Context: an optimization exercise on an open-source flow, tuned for small area, a short achievable clock period and few clock cycles per item. The choices shown serve that exercise and are no tape-out recipe. RTL that was checked went through simulation tests only; none was proved equivalent to the original.

## try-amber
## expression_solver
module expression_solver
(
    input clk,
    input rst,
    input start,
    input [7:0] X,
    input [15:0] A,
    input [15:0] B,
    input [15:0] C,
    output [15:0] result,
    output zero,
    output overflow,
    output completed
);
==> flow/config.mk <==
export PLATFORM = sky130hd
export DESIGN_NAME = expression_solver
export DESIGN_NICKNAME = expression_solver
export VERILOG_FILES = /design/flow/design.v
export SDC_FILE = /design/flow/constraint.sdc
export NUM_CORES = 4
export LEC_CHECK = 0
export CAP_MARGIN = 20
export CORE_MARGIN = 2
export CORE_UTILIZATION = 40
export SETUP_SLACK_MARGIN = 4.5
export SLEW_MARGIN = 20
export SYNTH_HIERARCHICAL = 1
export SYNTH_MINIMUM_KEEP_SIZE = 0
==> flow/constraint.sdc <==
create_clock -name core_clock -period 11.0 [get_ports {clk}]
set_input_delay 2.2000 -clock core_clock [delete_from_list [all_inputs] [get_ports {clk}]]
set_output_delay 2.2000 -clock core_clock [all_outputs]
set_load 0.01 [all_outputs]
standard.sh (not shown) runs the stock make flow with config.mk's settings and CLKGATE_MAP_FILE= SYNTH_SCRIPT=/design/flow/synth_recipe.tcl, a recipe that flattens the netlist after the stock synthesis.
==> flow/flow/run.sh <==
#!/bin/bash
# The standard layout, with the port buffers made from the smallest buffer
# (buf_1) instead of the delay buffer buffer_ports picks by default; the
# resizer still upsizes them where timing, slew or load ask for it.
set -euo pipefail
export BUFFER_PORTS_ARGS="-buffer_cell sky130_fd_sc_hd__buf_1"
bash standard.sh > standard_finish.log 2>&1
Both conditions hold for try-amber: the flow ran to the end and the final layout passed the timing, DRC and antenna checks.
Testbench counts of try-amber, summed over its fixed seeds: cycles 3,600, items 1,200.
What try-harbor does differently from try-amber at the input level:
# try-amber
export LEC_CHECK = 0
export CAP_MARGIN = 20
export CORE_MARGIN = 2
export CORE_UTILIZATION = 40
export SETUP_SLACK_MARGIN = 4.5
export SLEW_MARGIN = 20
export SYNTH_HIERARCHICAL = 1
export SYNTH_MINIMUM_KEEP_SIZE = 0
create_clock -name core_clock -period 11.0 [get_ports {clk}]
# try-harbor
export LEC_CHECK = 0
export CAP_MARGIN = 20
export CORE_MARGIN = 2
export CORE_UTILIZATION = 80
export SETUP_SLACK_MARGIN = 5
export SLEW_MARGIN = 20
export SYNTH_HIERARCHICAL = 1
export SYNTH_MINIMUM_KEEP_SIZE = 0
create_clock -name core_clock -period 11.0 [get_ports {clk}]
### Flow results
Of try-harbor and try-amber, the higher placed wire-length estimate belongs to try-harbor. STATUS routed wire length: try-harbor loses against try-amber. Changes observed in try-harbor relative to try-amber: number of nets with antenna violations after routing has remained practically unchanged; post-route worst setup slack has increased; first-iteration DRC count has increased.
## Diff of input files: try-sierra against try-harbor
# try-harbor
export LEC_CHECK = 0
export CAP_MARGIN = 20
export CORE_MARGIN = 2
export CORE_UTILIZATION = 80
export SETUP_SLACK_MARGIN = 5
export SLEW_MARGIN = 20
export SYNTH_HIERARCHICAL = 1
export SYNTH_MINIMUM_KEEP_SIZE = 0
create_clock -name core_clock -period 11.0 [get_ports {clk}]
# try-sierra
export LEC_CHECK = 0
export CAP_MARGIN = 20
export CORE_MARGIN = 2
export CORE_UTILIZATION = 60
export SLEW_MARGIN = 20
export SYNTH_HIERARCHICAL = 1
export SYNTH_MINIMUM_KEEP_SIZE = 0
create_clock -name core_clock -period 11.0 [get_ports {clk}]
==> flow/flow/run.sh <==
#!/bin/bash
set -euo pipefail
export BUFFER_PORTS_ARGS="-buffer_cell sky130_fd_sc_hd__buf_1"
export SETUP_SLACK_MARGIN=5.5
bash standard.sh > standard_finish.log 2>&1
### Flow results
Looking at worst hold slack, try-sierra sits 0.080 ns higher than try-harbor does.
try-sierra against try-harbor: worst path setup slack after routing saw an increase.
Edits applied to the flow inputs when going from try-sierra to try-juniper:
==> flow/flow/run.sh <==
#!/bin/bash
set -euo pipefail
export BUFFER_PORTS_ARGS="-buffer_cell sky130_fd_sc_hd__buf_1"
export SETUP_SLACK_MARGIN=6
bash standard.sh > standard_finish.log 2>&1
--- outcome ---
The clock transition at the registers of the reported paths was comparable across try-juniper and try-sierra.
Compared with try-sierra, total wirelength of the detailed-routed design in try-juniper decreased by a few percent.

---

== lane 1 ==
expression_solver, a different RTL version from the one above (not shown whole).
Size in the first run: about 18 flip-flops, about 78 I/O pins, ~3800 um2 of cells after synthesis.
clock: 11.0 ns
lec_check: 0
cap_margin: 20
core_margin: 2
core_utilization: 40
cts_buf_list: sky130_fd_sc_hd__clkbuf_8
cts_cluster_diameter: 200
cts_cluster_size: 50
setup_slack_margin: 2
slew_margin: 20
synth_hierarchical: 1
synth_minimum_keep_size: 0
==> flow/flow/run.sh <==
#!/bin/bash
# The standard layout, with the port buffers made from the smallest buffer
# (buf_1) instead of the delay buffer buffer_ports picks by default; the
# resizer still upsizes them where timing, slew or load ask for it.
set -euo pipefail
export BUFFER_PORTS_ARGS="-buffer_cell sky130_fd_sc_hd__buf_1"
bash standard.sh > standard_finish.log 2>&1
Testbench counts of lane 1, summed over its fixed seeds: cycles 2,400, items 1,200.
Here is what was changed in the inputs of lane 2 compared with lane 1.
# lane 1
export LEC_CHECK = 0
export CAP_MARGIN = 20
export CORE_MARGIN = 2
export CORE_UTILIZATION = 40
export CTS_BUF_LIST = sky130_fd_sc_hd__clkbuf_8
export CTS_CLUSTER_DIAMETER = 200
export CTS_CLUSTER_SIZE = 50
export SETUP_SLACK_MARGIN = 2
export SLEW_MARGIN = 20
export SYNTH_HIERARCHICAL = 1
export SYNTH_MINIMUM_KEEP_SIZE = 0
create_clock -name core_clock -period 11.0 [get_ports {clk}]
# lane 2
export LEC_CHECK = 0
export CAP_MARGIN = 20
export CORE_MARGIN = 2
export CORE_UTILIZATION = 40
export SETUP_SLACK_MARGIN = 2.5
export SLEW_MARGIN = 20
export SYNTH_HIERARCHICAL = 1
export SYNTH_MINIMUM_KEEP_SIZE = 0
create_clock -name core_clock -period 11.0 [get_ports {clk}]
--- outcome ---
- Sort lane 2 and lane 1 by via count of the first global-routing pass, ascending, and lane 1 comes first.
- Lane 1 → lane 2: HPWL reported at the end of detailed placement went up; minimum clock period went up; number of design-rule violations left by the first detailed-router iteration went up.
- Lane 1 reports its startpoint of the most critical setup path as A[3] while lane 2 reports X[1].
- The hold slack number comes out higher for lane 1 vs lane 2.
- Taking lane 1 as the reference point, the area occupied by multi-input gates of lane 2 rises by about 2.7%.

---

expression_solver again, from the RTL that the note above started with.
Settings: LEC_CHECK=0, CAP_MARGIN=20, CORE_MARGIN=2, CORE_UTILIZATION=55, SETUP_SLACK_MARGIN=2, SLEW_MARGIN=20, SYNTH_HIERARCHICAL=1, SYNTH_MINIMUM_KEEP_SIZE=0; clock period 11.0 ns.
Scripts as last shown in full above: flow/flow/run.sh
Testbench counts at the start, summed over its fixed seeds: cycles 2,400, items 1,200.
Next try:
--- a/flow/config.mk
+++ b/flow/config.mk
@@ -9,3 +9,3 @@
 export CORE_MARGIN = 2
-export CORE_UTILIZATION = 55
+export CORE_UTILIZATION = 40
 export SETUP_SLACK_MARGIN = 2
Effect: The new run ran to the end with no violations. Cell count went up by 8.2%. Synthesized area is unchanged. Count of clock-buffer cells in the layout stays the same. Worst setup slack improved by 0.12 ns. Non-clock buffer count went down by 3.
Next try:
--- a/flow/config.mk
+++ b/flow/config.mk
@@ -7,2 +7,3 @@
 export LEC_CHECK = 0
+export ABC_AREA = 1
 export CAP_MARGIN = 20
Die area is higher by roughly a tenth.
Non-clock buffer count drops by 2.
Hold slack loses 0.026 ns.
Area after synthesis is higher by roughly a tenth.
Critical path depth rises by 4.

---

Setup of job 101:
Another version of the RTL of expression_solver (not shown whole).
For scale: ~410 cells after synthesis, ~78 I/O pins, about 0.0040 sq mm of cells after synthesis.
clock: 11.0 ns
lec_check: 0
cap_margin: 20
core_margin: 2
core_utilization: 40
setup_slack_margin: 2.5
slew_margin: 20
synth_hierarchical: 1
synth_minimum_keep_size: 0
Scripts as last shown in full above: flow/flow/run.sh
Input-level comparison between job 102 and job 101:
# job 101
export LEC_CHECK = 0
export CAP_MARGIN = 20
export CORE_MARGIN = 2
export CORE_UTILIZATION = 40
export SETUP_SLACK_MARGIN = 2.5
export SLEW_MARGIN = 20
export SYNTH_HIERARCHICAL = 1
export SYNTH_MINIMUM_KEEP_SIZE = 0
create_clock -name core_clock -period 11.0 [get_ports {clk}]
# job 102
export LEC_CHECK = 0
export CAP_MARGIN = 20
export CORE_MARGIN = 2
export CORE_UTILIZATION = 40
export SETUP_SLACK_MARGIN = 1.5
export SLEW_MARGIN = 20
export SYNTH_HIERARCHICAL = 1
export SYNTH_MINIMUM_KEEP_SIZE = 0
create_clock -name core_clock -period 11.0 [get_ports {clk}]
## What came out
Looking at post-placement worst setup slack, job 102 sits 0.0035 ns below job 101. Register-to-register slack ends up higher on job 101. Delta (job 102 minus job 101): worst slew slack as a fraction of its limit fell by 0.64 points. In job 102, routed wire length is lower than in job 101. | post-route worst hold slack | higher: job 102 |. Any difference in met1 track demand over resource in global routing between job 101 and job 102 is small enough to ignore. Of job 102 and job 101, job 102 shows the lower critical path depth, with job 101 above it. Upper clock frequency limit (job 101 / job 102): 1.07. Job 102 vs job 101 on setup slack of the critical path after layout: job 102 is the lower one. Global routing usage on met3 delta for job 102 relative to job 101: 0.25 points higher.
No functional check of the RTL was part of any run of this note.

---

expression_solver, a different RTL version from the one above (not shown whole).
Size: about 19 flip-flops, ~78 I/O pins.
Settings: LEC_CHECK=0, CAP_MARGIN=20, CORE_MARGIN=2, CORE_UTILIZATION=40, SETUP_SLACK_MARGIN=2, SLEW_MARGIN=20, SYNTH_HIERARCHICAL=1, SYNTH_MINIMUM_KEEP_SIZE=0; clock period 11.0 ns.
==> flow/flow/run.sh <==
#!/bin/bash
# The standard layout, with two changes:
# - the port buffers are made from the smallest buffer (buf_1) instead of the
#   delay buffer buffer_ports picks by default; the resizer still upsizes
#   them where timing, slew or load ask for it;
# - clock tree synthesis does not add dummy loads.
set -euo pipefail
export BUFFER_PORTS_ARGS="-buffer_cell sky130_fd_sc_hd__buf_1"
export CTS_ARGS="-sink_clustering_enable -repair_clock_nets -dont_use_dummy_load"
bash standard.sh > standard_finish.log 2>&1
Testbench counts at the start, summed over its fixed seeds: cycles 2,400, items 1,200.
Rerun with:
==> flow/flow/run.sh (replaced) <==
#!/bin/bash
# The standard layout, with the port buffers made from the smallest buffer
# (buf_1) instead of the delay buffer buffer_ports picks by default; the
# resizer still upsizes them where timing, slew or load ask for it.
set -euo pipefail
export BUFFER_PORTS_ARGS="-buffer_cell sky130_fd_sc_hd__buf_1"
bash standard.sh > standard_finish.log 2>&1
PLACE_DENSITY = 0.8   (was default)
Maximum frequency goes down by 0.90%. Critical path depth does not change. Worst hold slack stays flat. Utilization stays flat. Routed wire length grows by about 5%. Non-clock buffer count fell by 1.

---

## run A
Another version of the RTL of expression_solver (not shown whole).
Size in the first run: roughly 0.0045 mm² of cells after synthesis.
export LEC_CHECK = 0
export CAP_MARGIN = 20
export CORE_MARGIN = 2
export CORE_UTILIZATION = 40
export SLEW_MARGIN = 20
create_clock -name core_clock -period 11.0 [get_ports {clk}]
==> flow/flow/run.sh <==
#!/bin/bash
# The standard layout, with the port buffers made from the smallest buffer
# (buf_1) instead of the delay buffer buffer_ports picks by default; the
# resizer still upsizes them where timing, slew or load ask for it.
set -euo pipefail
export BUFFER_PORTS_ARGS="-buffer_cell sky130_fd_sc_hd__buf_1"
bash standard.sh > standard_finish.log 2>&1
Input changes introduced in run B (baseline for comparison: run A):
Settings: setting SETUP_SLACK_MARGIN to 1 for the first time.
==> flow/run.sh (new file) <==
#!/bin/bash
# synth_recipe.tcl (not shown) runs the flow's synth.tcl, then flattens the netlist and writes it again
# the make line also repeats each setting of config.mk as NAME=value (left out here)
make -C /OpenROAD-flow-scripts/flow DESIGN_CONFIG=/design/flow/config.mk WORK_HOME=/design/flow/orfs CLKGATE_MAP_FILE= SYNTH_SCRIPT=/design/flow/synth_recipe.tcl finish
removed: flow/flow/run.sh
removed: flow/standard.sh
--- outcome ---
Final wirelength: run B vs run A up about 3.4%. Run B vs run A, worst-path cell with the longest stage delay: sky130_fd_sc_hd__clkdlybuf4s50_1 vs sky130_fd_sc_hd__buf_1. Compare run B and run A | global-route usage lower: run A. From run A to run B the numbers moved as follows: proportion of cell area occupied by multi-input gates fell 6.6 points, count of vias placed by the detailed router went down, pin count of the biggest net entering global routing shows an increase of 5.
### run B -> run C
Settings: setting SYNTH_MINIMUM_KEEP_SIZE to 0 for the first time; removing SETUP_SLACK_MARGIN (formerly 1); setting SYNTH_HIERARCHICAL to 1 for the first time.
- Run C finished all stages; the layout is clean.
- When the final numbers for run C and run B were put side by side, the tightest hold margin turned out to be greater in run B.
- Between run B and run C, the clock skew figures differ only marginally.
- Against run B as the reference, run C delivers a higher period utilization.
- Run B has a higher area overhead of the layout relative to synthesis than run C.
No functional check of the RTL was part of any run of this note.

---

expression_solver, a different RTL version from the one above (not shown whole).
Size: roughly 0.0038 mm² of cells after synthesis.
==> flow/config.mk <==
export PLATFORM = sky130hd
export DESIGN_NAME = expression_solver
export DESIGN_NICKNAME = expression_solver
export VERILOG_FILES = /design/flow/design.v
export SDC_FILE = /design/flow/constraint.sdc
export NUM_CORES = 4
export LEC_CHECK = 0
export CAP_MARGIN = 20
export CORE_MARGIN = 2
export CORE_UTILIZATION = 40
export SETUP_SLACK_MARGIN = 3
export SLEW_MARGIN = 20
export SYNTH_HIERARCHICAL = 1
export SYNTH_MINIMUM_KEEP_SIZE = 0
==> flow/constraint.sdc <==
create_clock -name core_clock -period 11.0 [get_ports {clk}]
set_input_delay 2.2000 -clock core_clock [delete_from_list [all_inputs] [get_ports {clk}]]
set_output_delay 2.2000 -clock core_clock [all_outputs]
set_load 0.01 [all_outputs]
==> flow/flow/run.sh <==
#!/bin/bash
# The standard layout, with the port buffers made from the smallest buffer
# (buf_1) instead of the delay buffer buffer_ports picks by default; the
# resizer still upsizes them where timing, slew or load ask for it.
set -euo pipefail
export BUFFER_PORTS_ARGS="-buffer_cell sky130_fd_sc_hd__buf_1"
bash standard.sh > standard_finish.log 2>&1
The first run went through all stages and came out clean.
==> next run, changes <==
--- a/flow/config.mk
+++ b/flow/config.mk
@@ -11 +11 @@
-export SETUP_SLACK_MARGIN = 3
+export SETUP_SLACK_MARGIN = 1
Outcome: The changed run produced a clean layout; register-to-register slack gets worse by 0.34 ns; non-clock buffer count came out lower by 15; global-route usage came out higher by 0.48 points; via count came out lower by a few percent.
==> next run, changes <==
--- a/flow/config.mk
+++ b/flow/config.mk
@@ -11 +11 @@
-export SETUP_SLACK_MARGIN = 1
+export SETUP_SLACK_MARGIN = 4
After rerunning: Utilization rose by 8.8 points; synthesized area stays the same; final cell count rose by 5.7%.
No run of this note included a check of the RTL's function; only the layout flow was run.

---

== red ==
Another version of the RTL of expression_solver (not shown whole).
Size in the first run: ~19 flip-flops, roughly 78 I/O pins, about 3900 um2 of cells after synthesis.
==> flow/config.mk <==
export PLATFORM = sky130hd
export DESIGN_NAME = expression_solver
export DESIGN_NICKNAME = expression_solver
export VERILOG_FILES = /design/flow/design.v
export SDC_FILE = /design/flow/constraint.sdc
export NUM_CORES = 4
export LEC_CHECK = 0
export CAP_MARGIN = 20
export CORE_MARGIN = 2
export CORE_UTILIZATION = 40
export SETUP_SLACK_MARGIN = 2.5
export SLEW_MARGIN = 20
export SYNTH_HIERARCHICAL = 1
export SYNTH_MINIMUM_KEEP_SIZE = 0
==> flow/constraint.sdc <==
create_clock -name core_clock -period 11.0 [get_ports {clk}]
set_input_delay 2.2000 -clock core_clock [delete_from_list [all_inputs] [get_ports {clk}]]
set_output_delay 2.2000 -clock core_clock [all_outputs]
set_load 0.01 [all_outputs]
Scripts as last shown in full above: flow/flow/run.sh
What blue does differently from red at the input level:
# red
export LEC_CHECK = 0
export CAP_MARGIN = 20
export CORE_MARGIN = 2
export CORE_UTILIZATION = 40
export SETUP_SLACK_MARGIN = 2.5
export SLEW_MARGIN = 20
export SYNTH_HIERARCHICAL = 1
export SYNTH_MINIMUM_KEEP_SIZE = 0
create_clock -name core_clock -period 11.0 [get_ports {clk}]
# blue
export LEC_CHECK = 0
export CAP_MARGIN = 20
export CORE_MARGIN = 2
export CORE_UTILIZATION = 40
export SETUP_SLACK_MARGIN = 3
export SLEW_MARGIN = 20
export SYNTH_HIERARCHICAL = 1
export SYNTH_MINIMUM_KEEP_SIZE = 0
create_clock -name core_clock -period 11.0 [get_ports {clk}]
--- outcome ---
blue completed every stage of the flow, and the final layout passed the timing, DRC and antenna checks. Cmp blue vs red: global-route wire length before repair higher in blue. Compare blue and red | design area lower: red. Diff red..blue | max-slew violation count | unchanged. When blue is set beside red, its via count turns out to be 75 larger. When blue is measured against red, its non-clock buffer count in the final layout turns out about 10% higher. Max-cap check violation count: red vs blue identical. In blue relative to red, footprint of the multi-input gates had gone up slightly.
No functional check of the RTL was part of any run of this note.

==> separate check: timing with driven ports <==
The results above use ideal ports. As a check the final layouts listed here were re-extracted and re-timed, cells and wires unchanged. Step 1: set_driving_cell puts a clkbuf_16 on clk and a buf_2 on each other input, an assumption about the parent block. Step 2 also shifts input and output timing later by t, the mid clock arrival at the registers, as if the neighbouring blocks saw the same clock. Slacks: ideal ports / drivers / drivers and shift; pairs: ideal ports / drivers.
run	t, ns	slack for setup (ns)	worst hold slack (ns)	worst setup path after step 2
try-amber	0.277	4.761 / 4.759 / 4.482	0.791 / 0.791 / 0.791	input to register
try-harbor	0.278	5.015 / 5.003 / 4.725	0.802 / 0.802 / 0.802	input to register
try-sierra	0.273	5.242 / 5.233 / 4.960	0.882 / 0.882 / 0.882	input to register
try-juniper	0.278	5.289 / 5.288 / 5.009	0.885 / 0.885 / 0.885	input to register
lane 1	0.277	2.215 / 2.186 / 2.186	0.531 / 0.531 / 0.531	input to output
lane 2	0.279	2.200 / 2.177 / 2.177	0.524 / 0.524 / 0.524	input to output
the first run of note 3	0.274	2.096 / 2.075 / 2.075	0.522 / 0.522 / 0.522	input to output
the second run of note 3	0.277	2.215 / 2.186 / 2.186	0.531 / 0.531 / 0.531	input to output
the third run of note 3	0.276	2.267 / 2.245 / 2.245	0.504 / 0.504 / 0.504	input to output
job 101	0.291	2.564 / 2.544 / 2.544	0.481 / 0.481 / 0.481	input to output
job 102	0.289	1.979 / 1.951 / 1.951	0.500 / 0.500 / 0.500	input to output
the first run of note 5	0.280	2.210 / 2.188 / 2.188	0.498 / 0.498 / 0.498	input to output
the second run of note 5	0.288	2.129 / 2.102 / 2.102	0.499 / 0.499 / 0.499	input to output
run A	0.281	1.679 / 1.654 / 1.654	0.476 / 0.476 / 0.476	input to output
run B	0.275	1.232 / 1.204 / 1.204	0.479 / 0.479 / 0.479	input to output
run C	0.277	1.125 / 1.102 / 1.102	0.422 / 0.422 / 0.422	input to output
the first run of note 7	0.270	2.151 / 2.129 / 2.129	0.515 / 0.515 / 0.515	input to output
the second run of note 7	0.270	1.391 / 1.365 / 1.365	0.534 / 0.534 / 0.534	input to output
the third run of note 7	0.271	2.139 / 2.112 / 2.112	0.417 / 0.417 / 0.417	input to output
red	0.283	2.546 / 2.527 / 2.527	0.461 / 0.461 / 0.461	input to output
blue	0.281	2.608 / 2.584 / 2.584	0.484 / 0.484 / 0.484	input to output
After both steps every run listed still meets setup and hold. The setup slack of try-harbor, which loses most, moves by -0.012 ns with the drivers and by -0.290 ns with both steps.
